Context: an optimization exercise on an open-source flow, tuned for small area. The choices shown serve that exercise and are no tape-out recipe. Only simulation tests tie the RTL to the original design; equivalence was not proved.

==> flow/design.v, too long to show whole: its modules and the start of the top module <==
// module c_o22ai: 3 lines
// module c_a22oi: 3 lines
// module c_a222oi: 3 lines
// module c_nand2: 3 lines
// module c_nor2: 3 lines
// module c_inv: 3 lines
// module c_xor2: 3 lines
// module c_xnor2: 3 lines
// module c_fa: 4 lines
// module c_ha: 4 lines
// module leading_zero_cnt: 38 lines
// module fp32_converter: 30 lines
// module norm_shift: 177 lines
// module ge9: 17 lines
// module max9n: 12 lines
// module dist_lo: 13 lines
// module dist_sat: 13 lines
// module exp_max: 37 lines
// module csa_tree: 347 lines
// module popcount8: 13 lines
// module cpa51: 26 lines
// module align: 281 lines
// module fp_adder_tree: 69 lines
module fp_adder_tree #(
    parameter int unsigned N = 8
) (
    input clk,
    input rst_n,
    input            in_valid,
    input [32*N-1:0] fp_in,
    output           out_valid,
    output [31:0]    out
);
  // ...
==> flow/flow/run.sh <==
#!/bin/bash
# Standard layout, with one change: the port buffers that the standard flow
# puts on every input and output are buf_1 cells instead of the default.
set -euo pipefail
export BUFFER_PORTS_ARGS="-buffer_cell sky130_fd_sc_hd__buf_1"
bash standard.sh > standard.log 2>&1
==> flow/standard.sh <==
#!/bin/bash
# synth_recipe.tcl (not shown) runs the flow's synth.tcl, then flattens the netlist and writes it again
# the make line also repeats each setting of config.mk as NAME=value (left out here)
make -C /OpenROAD-flow-scripts/flow DESIGN_CONFIG=/design/flow/config.mk WORK_HOME=/design/flow/orfs CLKGATE_MAP_FILE= SYNTH_SCRIPT=/design/flow/synth_recipe.tcl "${@:-finish}"
==> flow/config.mk <==
export PLATFORM = sky130hd
export DESIGN_NAME = fp_adder_tree
export DESIGN_NICKNAME = fp_adder_tree
export VERILOG_FILES = /design/flow/design.v
export SDC_FILE = /design/flow/constraint.sdc
export NUM_CORES = 4
export LEC_CHECK = 0
export CAP_MARGIN = 20
export CORE_MARGIN = 2
export CORE_UTILIZATION = 40
export SLEW_MARGIN = 20
export SYNTH_HIERARCHICAL = 1
==> flow/constraint.sdc <==
create_clock -name core_clock -period 8.5 [get_ports {clk}]
set_input_delay 1.7000 -clock core_clock [delete_from_list [all_inputs] [get_ports {clk}]]
set_output_delay 1.7000 -clock core_clock [all_outputs]
set_load 0.01 [all_outputs]
==> summary.txt, run 1 <==
commonest non-fill, non-tap cells in the layout=o22ai_1 (1233), nor2_1 (491), xor2_1 (430); Setup CP Type=flop to primary output; synthesized area=35060 um2; Post-DP Area=38920 um2; Crit. End Element=primary output; vias in the first global route=32000; status=finished clean; Mapped Cells=4017; clock sink count=341; hold_ws=0.4326 ns; wire length per cell=24.31 um; total global-route track usage=29.89%; post-route minimum period=8.189 ns; max-slew headroom at the worst pin=29.33%; Initial Util=40.42%; Syn. warnings=12; Storage cell area=6837 um2; Avg Synthesized Cell Area=8.728 um2; Final Instance Count excl. Fillers=5698; final antenna-violating net count=0; GR Layer Usage met1=40.53%; Biggest Area Class=multi-input gates; cell depth of the worst setup path=21; clk tree area frac=3.452%; Resized Gates After CTS=0; number of flip-flops in the largest register=192; DRC=0; die height=300.1 um; drt pass-1 iters=6; fin crit share=96.34%; RSZ-0062 raised after global routing=false; CP Capture Point=out[30]; Worst EP required=6.80 ns; gr ovfl total=0; Multi-input comb cells=3467; area of the core=86750 um2; Slew Limit Fails=0
==> run 2, diff against run 1 <==
--- a/flow/config.mk
+++ b/flow/config.mk
@@ -5,8 +5,10 @@
 export SDC_FILE = /design/flow/constraint.sdc
 export NUM_CORES = 4
 export LEC_CHECK = 0
-export CAP_MARGIN = 20
+export CAP_MARGIN = 5
 export CORE_MARGIN = 2
 export CORE_UTILIZATION = 40
-export SLEW_MARGIN = 20
+export CTS_CLUSTER_DIAMETER = 100
+export CTS_CLUSTER_SIZE = 30
+export SLEW_MARGIN = 5
 export SYNTH_HIERARCHICAL = 1
==> run 2 against run 1 <==
  * Flip-flop and latch count did not move
  * Register-to-register slack got worse by 0.04 ns
  * Global-route usage fell by 0.22 points
  * Setup slack improved by 0.15 ns
  * Worst hold slack improved by 0.012 ns
  * Count of clock-buffer cells in the layout fell by 30
  * Via count fell by 0.49%
  * Critical path depth rose by 5
  * Utilization fell by 0.67 points
==> summary.txt, run 2 <==
Final nets=5308; Biggest register=m_r; port bufs=291; # rows=108; area grow syn2layout=13.41%; CP max stage delay=0.57 ns; Max Cap Violations=0; RePlAce Congestion=1.042; final antenna-violating net count=0 (unchanged); Hold Violations, Final=0; post-route minimum period=8.042 ns (-0.1473 ns); Die X=300.1 um; first-pass GRT wire length=201200 um; max-slew headroom at the worst pin=28.61% (-0.72 points); Clock Skews=0.02520 ns; layout cells sized above 1=6.443%; Initial Util=40.42% (unchanged); CP startpoint kind=flop; antenna violations before repair=7; synthesized area=35060 um2 (unchanged); Syn Nets=4836; die area=90040 um2; gr ovfl total=0 (unchanged); Crit. End Element=flop; Peak Freq=0.1244 GHz; die height=300.1 um (unchanged); post-DP HPWL=117200 um; largest registers=m_r x192, t_r x51, rl_r x48; Avg Synthesized Cell Area=8.728 um2 (unchanged); Setup CP Type=flop to flop; DRT iter0 DRCs=3198; vias in the first global route=31610 (-1.2%); post-route setup TNS=0 ns; hold_ws=0.4443 ns (+0.01168 ns); commonest non-fill, non-tap cells in the layout=o22ai_1 (1233), nor2_1 (491), xor2_1 (429); drt pass-1 iters=6 (unchanged); final setup vio count=0; Vias/cell=5.960; dpl ws=0.001749 ns; largest net degree at the start of global routing=49; Worst-path clk slew=0.11 ns; Slew @ Worst Pin=1.070 ns; GR Layer Usage met1=40.84% (+0.31 points); Crit path top cell by count=fa_1; fin crit share=94.61% (-1.7 points); status=finished clean; gr busiest metal=met2; DRT Wirelength=137800 um; post-route setup slack=0.4585 ns; GRT met3 Usage=3.461%; total global-route track usage=29.67% (-0.22 points); Critical Path Fanout Max=19; Clock Tree Buf Depth=3; clock sink count=341 (unchanged); via count=33720; I/O Pins=292; number of hold buffers added after CTS=0; commonest non-fill, non-tap cell in the layout=o22ai_1; wire length per cell=24.35 um (+0.19%); DRC=0 (unchanged); clk root buf=clkbuf_16; number of flip-flops in the largest register=192 (unchanged); Slew Limit Fails=0 (unchanged); Slowest-stage cell, CP=fa_1; Worst EP required=8.98 ns (+2.18 ns); Clock Latency Late Sink=0.62 ns; Mapped Cells=4017 (unchanged); Max H-tree Level=1; worst hold-check path type=flop to flop; met2 Resource Use GR=48.34%; CTS buffer count=21; area of the core=86750 um2 (unchanged); CTS tree=yes; Syn. warnings=12 (unchanged); Arr. time, crit path=8.52 ns
-- run 2: what timing repair did --
action                     4_1_cts  5_1_grt
buffers inserted                 0        1
resized for setup                0       10
setup endpoints to repair        0        1
-- run 2: final cells by class --
| cell class | instances | area [um2] |
|---|---|---|
| Antenna cell | 1 | 2.502 |
| Clock buffer | 21 | 525.5 |
| Clock inverter | 14 | 255.2 |
| Fill cell | 8797 | 46990 |
| Inverter | 198 | 743.2 |
| Multi-Input combinational cell | 3467 | 27540 |
| Sequential cell | 341 | 6837 |
| Tap cell | 1155 | 1445 |
| Timing Repair Buffer | 460 | 2411 |
-- run 2: path summary, 6_finish.rpt --
kind                                    startpoint                  end  slack [ns]  cells after the start
worst max-delay path               xn_r[6]$_DFF_P_      t_r[31]$_DFF_P_        0.46                     26
worst min-delay path            valid_r$_SDFF_PN0_  valid_r2$_SDFF_PN0_        0.44                      1
worst max register to register     xn_r[6]$_DFF_P_      t_r[31]$_DFF_P_        0.46                     26
worst min register to register  valid_r$_SDFF_PN0_  valid_r2$_SDFF_PN0_        0.44                      1
-- run 2: critical path, delay by kind of cell (launching register included) --
kind | cells | cell delay (ns)
buffers and inverters | 3 | 0.69
DFF | 1 | 0.53
and+or+nand+nor | 3 | 0.44
xor gates and xnor gates | 2 | 0.72
AOI/OAI and AO/OA | 10 | 1.70
adders and majority gates | 8 | 3.80
-- run 2: metal layers --
layer  vias up  share of wire (%)
met5         -             0.0094
met3       145                6.8
met1     16150                 44
met4         2                3.8
met2      1274                 46
li1      16140                  -
-- run 2: through the flow --
stage | cells | area [um2] | utilization [%]
5_1_grt | 5656 | 39760 | 45.83
3_3_place_gp | 5620 | 38920 | 44.86
3_5_place_dp | 5620 | 38920 | 44.86
4_1_cts | 5655 | 39700 | 45.76
6_report | 5657 | 39760 | 45.83
2_1_floorplan | 4017 | 35060 | -
==> module exp_max, before the edit <==
module exp_max (
    input  [7:0][7:0]  e,
    output [7:0]       xn,
    output [7:0][5:0]  rl,
    output [7:0]       cl,
    output logic [7:0] hid      
);
logic [7:0][7:0] ex;
logic [7:0][8:0] q;
wire  [3:0][8:0] w1n;      
wire  [1:0][8:0] w2;       
wire  [8:0]      kn;       
wire  [3:0]      ge1;
wire  [1:0]      ge2;
wire             ge3;
always_comb begin
    for (int i = 0; i < 8; i++) begin
        ex[i]  = {e[i][7:1], e[i][0] | ~|e[i][7:1]};
        hid[i] = e[i][0] | |e[i][7:1];
        q[i]  = {~&e[i], ex[i]};
    end
end
for (genvar i = 0; i < 4; i++) begin : g_r1
    ge9   c (.a(q[2*i]), .b(q[2*i+1]), .ge(ge1[i]));
    max9n m (.a(q[2*i]), .b(q[2*i+1]), .ge(ge1[i]), .y(w1n[i]));
end
for (genvar i = 0; i < 2; i++) begin : g_r2
    ge9   c (.a(w1n[2*i+1]), .b(w1n[2*i]), .ge(ge2[i]));
    max9n m (.a(w1n[2*i]), .b(w1n[2*i+1]), .ge(ge2[i]), .y(w2[i]));
end
ge9   c3 (.a(w2[0]), .b(w2[1]), .ge(ge3));
max9n m3 (.a(w2[0]), .b(w2[1]), .ge(ge3), .y(kn));
assign xn = kn[7:0];
for (genvar i = 0; i < 8; i++) begin : g_dist
    dist_lo dd (.nx(kn[5:0]), .y(ex[i][5:0]), .r(rl[i]), .co(cl[i]));
end
endmodule
==> module fp_adder_tree, before the edit <==
module fp_adder_tree #(
    parameter int unsigned N = 8
) (
    input clk,
    input rst_n,
    input            in_valid,
    input [32*N-1:0] fp_in,
    output           out_valid,
    output [31:0]    out
);
logic [N-1:0][7:0]  e;
logic [N-1:0][5:0]  rl;
logic [N-1:0]       cl;
logic [7:0]         xn;
always_comb
    for (int i = 0; i < N; i++) e[i] = fp_in[32*i+23 +: 8];
logic [N-1:0]       hid;
exp_max exp_max_inst (.e(e), .xn(xn), .rl(rl), .cl(cl), .hid(hid));
logic [N-1:0][23:0] m_r;
logic [N-1:0]       s_r;
logic [N-1:0][5:0]  rl_r;
logic [N-1:0]       cl_r;
logic [N-1:0][1:0]  eh_r;
logic [7:0]         xn_r;
logic               valid_r;
always_ff @(posedge clk) begin
    for (int i = 0; i < N; i++) begin
        m_r[i]  <= {hid[i], fp_in[32*i +: 23]};
        s_r[i]  <= fp_in[32*i+31];
        eh_r[i] <= e[i][7:6];
    end
    rl_r <= rl;
    cl_r <= cl;
    xn_r <= xn;
end
logic [N-1:0]       keep;
logic [N-1:0][47:0] u;
logic [3:0]         pc;
logic [50:0]        sum_x, sum_y, t;
for (genvar i = 0; i < N; i++) begin : g_align
    dist_sat dist_inst (.nx(xn_r[7:6]), .y(eh_r[i]), .ci(cl_r[i]), .r54(rl_r[i][5:4]), .keep(keep[i]));
    align align_inst (.s(s_r[i]), .m(m_r[i]), .rl(rl_r[i]), .keep(keep[i]), .u(u[i]));
end
popcount8 pc_inst (.s(s_r), .pc(pc));
csa_tree  csa_inst (.u(u), .pc(pc), .x(sum_x), .y(sum_y));
cpa51     cpa_inst (.a(sum_x), .b(sum_y[49:0]), .s(t));
logic [50:0] t_r;
logic [7:0]  xn_r2;
logic        valid_r2;
always_ff @(posedge clk) begin
    t_r     <= t;
    xn_r2   <= xn_r;
end
always_ff @(posedge clk) begin
    if (!rst_n) begin
        valid_r  <= 1'b0;
        valid_r2 <= 1'b0;
    end else begin
        valid_r  <= in_valid;
        valid_r2 <= valid_r;
    end
end
fp32_converter conv_inst (
    .t    (t_r),
    .xn   (xn_r2),
    .fp32 (out)
);
assign out_valid = valid_r2;
endmodule
==> run 3, diff against run 2 <==
--- a/flow/design.v
+++ b/flow/design.v
@@ -304,37 +304,28 @@
     c_o22ai u (.a1(b[i]), .a2(ge), .b1(a[i]), .b2(gen), .y(y[i]));
 end
 endmodule
-module dist_lo (
-    input  [5:0] nx,
-    input  [5:0] y,
+module shift_dist (
+    input  [7:0] nx,
+    input  [7:0] y,
     output [5:0] r,
-    output       co
+    output       keep
 );
 wire [5:0] c;
+wire [1:0] p;       
+wire       hi_ones;
 c_ha h0 (.a(nx[0]), .b(y[0]), .s(r[0]), .co(c[0]));
 for (genvar i = 1; i < 6; i++) begin : g_fa
     c_fa f (.a(nx[i]), .b(y[i]), .ci(c[i-1]), .s(r[i]), .co(c[i]));
 end
-assign co = c[5];
-endmodule
-module dist_sat (
-    input  [1:0] nx,
-    input  [1:0] y,
-    input        ci,
-    input  [1:0] r54,
-    output       keep
-);
-wire [1:0] r;       
-wire       c6, c7;
-c_fa f6 (.a(nx[0]), .b(y[0]), .ci(ci), .s(r[0]), .co(c6));
-c_fa f7 (.a(nx[1]), .b(y[1]), .ci(c6), .s(r[1]), .co(c7));
-assign keep = r[1] & r[0] & (r54[1] | r54[0]);
+assign p       = nx[7:6] + y[7:6];
+assign hi_ones = c[5] ? (p == 2'd2) : (p == 2'd3);
+assign keep    = hi_ones & (r[5] | r[4]);
 endmodule
 module exp_max (
     input  [7:0][7:0]  e,
     output [7:0]       xn,
     output [7:0][5:0]  rl,
-    output [7:0]       cl,
+    output [7:0]       keep,
     output logic [7:0] hid      
 );
 logic [7:0][7:0] ex;
@@ -364,7 +355,7 @@
 max9n m3 (.a(w2[0]), .b(w2[1]), .ge(ge3), .y(kn));
 assign xn = kn[7:0];
 for (genvar i = 0; i < 8; i++) begin : g_dist
-    dist_lo dd (.nx(kn[5:0]), .y(ex[i][5:0]), .r(rl[i]), .co(cl[i]));
+    shift_dist dd (.nx(kn[7:0]), .y(ex[i]), .r(rl[i]), .keep(keep[i]));
 end
 endmodule
 module csa_tree (
@@ -1046,36 +1037,32 @@
 );
 logic [N-1:0][7:0]  e;
 logic [N-1:0][5:0]  rl;
-logic [N-1:0]       cl;
+logic [N-1:0]       keep;
 logic [7:0]         xn;
 always_comb
     for (int i = 0; i < N; i++) e[i] = fp_in[32*i+23 +: 8];
 logic [N-1:0]       hid;
-exp_max exp_max_inst (.e(e), .xn(xn), .rl(rl), .cl(cl), .hid(hid));
+exp_max exp_max_inst (.e(e), .xn(xn), .rl(rl), .keep(keep), .hid(hid));
 logic [N-1:0][23:0] m_r;
 logic [N-1:0]       s_r;
 logic [N-1:0][5:0]  rl_r;
-logic [N-1:0]       cl_r;
-logic [N-1:0][1:0]  eh_r;
+logic [N-1:0]       keep_r;
 logic [7:0]         xn_r;
 logic               valid_r;
 always_ff @(posedge clk) begin
     for (int i = 0; i < N; i++) begin
         m_r[i]  <= {hid[i], fp_in[32*i +: 23]};
         s_r[i]  <= fp_in[32*i+31];
-        eh_r[i] <= e[i][7:6];
     end
     rl_r <= rl;
-    cl_r <= cl;
+    keep_r <= keep;
     xn_r <= xn;
 end
-logic [N-1:0]       keep;
 logic [N-1:0][47:0] u;
 logic [3:0]         pc;
 logic [50:0]        sum_x, sum_y, t;
 for (genvar i = 0; i < N; i++) begin : g_align
-    dist_sat dist_inst (.nx(xn_r[7:6]), .y(eh_r[i]), .ci(cl_r[i]), .r54(rl_r[i][5:4]), .keep(keep[i]));
-    align align_inst (.s(s_r[i]), .m(m_r[i]), .rl(rl_r[i]), .keep(keep[i]), .u(u[i]));
+    align align_inst (.s(s_r[i]), .m(m_r[i]), .rl(rl_r[i]), .keep(keep_r[i]), .u(u[i]));
 end
 popcount8 pc_inst (.s(s_r), .pc(pc));
 csa_tree  csa_inst (.u(u), .pc(pc), .x(sum_x), .y(sum_y));
--- a/flow/config.mk
+++ b/flow/config.mk
@@ -5,10 +5,10 @@
 export SDC_FILE = /design/flow/constraint.sdc
 export NUM_CORES = 4
 export LEC_CHECK = 0
-export CAP_MARGIN = 5
+export CAP_MARGIN = 20
 export CORE_MARGIN = 2
 export CORE_UTILIZATION = 40
 export CTS_CLUSTER_DIAMETER = 100
 export CTS_CLUSTER_SIZE = 30
-export SLEW_MARGIN = 5
+export SLEW_MARGIN = 20
 export SYNTH_HIERARCHICAL = 1
==> run 3 against run 2 <==
  * Maximum frequency rose by 0.30%
  * Cell count up 0.11%
  * Area after synthesis fell by 0.82%
  * Via count shrank 0.26%
  * Sequential share of layout area is 0.67 points lower
  * Critical path type is now input port to flop
==> summary.txt, run 3 <==
WP buf/inv=6 (+3); total global-route track usage=29.03% (-0.64 points); Mapped Cells=4007 (-0.25%); max-slew headroom at the worst pin=28.42% (-0.19 points); wire length per cell=23.61 um (-3.0%); final antenna-violating net count=0 (unchanged); area grow syn2layout=13.37% (about the same); Slew @ Worst Pin=1.073 ns (+0.002913 ns); Syn Nets=4818 (-0.37%); clk root buf=clkbuf_16; CTS buffer count=18 (-14%); post-route minimum period=8.017 ns (-0.02428 ns); Initial Util=40.21% (-0.21 points); Crit. End Element=flop; fin crit share=94.32% (-0.29 points); clock sink count=325 (-4.7%); area of the core=86480 um2 (-0.31%); # rows=108 (unchanged); commonest non-fill, non-tap cells in the layout=o22ai_1 (1233), nor2_1 (493), xor2_1 (430); vias in the first global route=31500 (-0.34%); DRT Wirelength=133700 um (-2.9%); hold_ws=0.3485 ns (-0.09584 ns); CP max stage delay=0.50 ns (-0.07 ns); DRT iter0 DRCs=3448 (+7.8%); Setup CP Type=input port to flop; Clock Latency Late Sink=0.60 ns (-0.02 ns); I/O Pins=292 (unchanged); largest net degree at the start of global routing=49 (unchanged); number of flip-flops in the largest register=192 (unchanged); Syn. warnings=12 (unchanged); largest registers=m_r x192, t_r x51, rl_r x48; top cell family by delay on the critical path=adder cells; Die X=298.9 um (-0.40%); Max Cap Violations=0 (unchanged); Slew Limit Fails=0 (unchanged); Fillers=8782 (-0.17%); Crit path top cell by count=fa_1; Critical Path Fanout Max=9 (-10); Worst EP required=9.02 ns (+0.04 ns); Biggest register=m_r; antenna violations before repair=2 (-5); Hold Violations, Final=0 (unchanged); Final nets=5310 (+0.038%); Worst-path clk slew=0.10 ns (about the same); via count=33630 (-0.26%); RePlAce Congestion=1.046 (+0.30%); worst hold-check path type=flop to flop; port bufs=291 (unchanged); commonest non-fill, non-tap cell in the layout=o22ai_1; Vias/cell=5.938 (-0.37%); layout cells sized above 1=6.877% (+0.43 points); number of hold buffers added after CTS=0 (unchanged); Arr. time, crit path=8.54 ns (+0.02 ns); CP startpoint kind=input port; gr ovfl total=0 (unchanged); # diodes=0 (-1); Clock Tree Buf Depth=3 (unchanged); final setup vio count=0 (unchanged); DRC=0 (unchanged); post-DP HPWL=112800 um (-3.8%); CTS tree=yes; Max H-tree Level=1 (unchanged); Peak Freq=0.1247 GHz (+0.30%); RSZ-0062 raised after global routing=false; Slowest-stage cell, CP=fa_1; Clock Skews=0.02011 ns (-0.005095 ns); die height=298.9 um (-0.40%); die area=89310 um2 (-0.81%); first-pass GRT wire length=196800 um (-2.2%); synthesized area=34770 um2 (-0.82%); status=finished clean; drt pass-1 iters=6 (unchanged); Avg Synthesized Cell Area=8.678 um2 (-0.57%)
run 3: changes by cell type in the layout (fill, tap and decap cells not counted), sizes merged, moves of 4 or more:
cell   before  now
nor3       28   36
fa        373  357
xnor3       0    8
o211a       8    0
ha        187  195
xnor2      24   32
dfxtp     341  325
a21o       49   53
buf       460  483
run 3: cell type report:
cell class | instances | area [um2] | share of cell area (%)
multi-input cells | 3474 | 27560 | 69.91
inverters | 197 | 739.5 | 1.876
clock buffers | 19 | 454.2 | 1.152
clock inverters | 10 | 162.7 | 0.4126
repair buffers | 483 | 2546 | 6.458
well taps | 1155 | 1445 | 3.666
flip-flops and latches | 325 | 6516 | 16.53
run 3: path summary, 6_finish.rpt:
path	slack, ns	startpoint	endpoint	cells past startpoint
setup reg to reg	0.95	rl_r[0]$_DFF_P_	t_r[48]$_DFF_P_	22
hold / removal	0.35	xn_r[2]$_DFF_P_	xn_r2[2]$_DFF_P_	0
setup / recovery	0.48	fp_in[124]	keep_r[7]$_DFF_P_	31
hold reg to reg	0.35	xn_r[2]$_DFF_P_	xn_r2[2]$_DFF_P_	0
run 3: layer usage:
layer	up-vias	track usage [%]	wire (um)
met5	-	0	0
met4	0	16.32	8667
met3	234	4.667	10270
met2	1326	44.76	58460
met1	15880	38.74	56320
li1	16180	-	-
run 3: through the flow:
step	cell area (um2)	setup WS [ns]	cells	TNS [ns]	util [%]
after floorplan	34770	0.03198	4007	0	-
after global placement	38750	0.03941	5631	0	44.81
after detailed placement	38750	-0.1417	5631	-0.8484	44.81
after CTS	39370	0.3124	5660	0	45.52
after global routing	39430	0.06077	5663	0	45.59
final	39430	0.4827	5663	0	45.59
run 3: worst register-to-register path: cells and delay by family (launching register included):
kind                     cells  cell delay [ns]
AO/OA/AOI/OAI               13             3.13
XOR/XNOR                     1             0.44
adder cells (fa/ha/maj)      6             2.83
buffers and inverters        1             0.52
flip-flops                   1             0.41
AND/OR/NAND/NOR              1             0.12
run 3: timing repair:
| action | in CTS | in global routing |
|---|---|---|
| buffers inserted | 0 | 3 |
| gates resized for setup | 0 | 7 |
| setup endpoints to repair | 0 | 19 |

==> what the ideal ports hide <==
How much do the figures lean on ideal ports? The routed layouts below were timed once more, with nothing changed but the port constraints. Step 1: set_driving_cell puts a clkbuf_16 on clk and a buf_2 on each other input, an assumption about the parent block. Step 2 times the ports against the registers' clock, not the clock port: input delays grow and output delays shrink by t, the midpoint of the rising clock arrivals with the driver on. Slacks: ideal / step 1 / step 2; pairs: ideal / step 1.
run | t (ns) | setup WS [ns] | slew at the worst register clock pin (ns)
run 1 | 0.661 | 0.311 / 0.242 / -0.022 | 0.07 / 0.07
run 2 | 0.679 | 0.458 / 0.426 / -0.024 | 0.11 / 0.11
run 3 | 0.655 | 0.483 / 0.502 / -0.133 | 0.10 / 0.10
With both steps, setup timing fails in every run listed, where it was met with ideal ports. For run 3, which loses most, drivers alone change the setup slack by +0.019 ns; drivers and shift together by -0.616 ns.
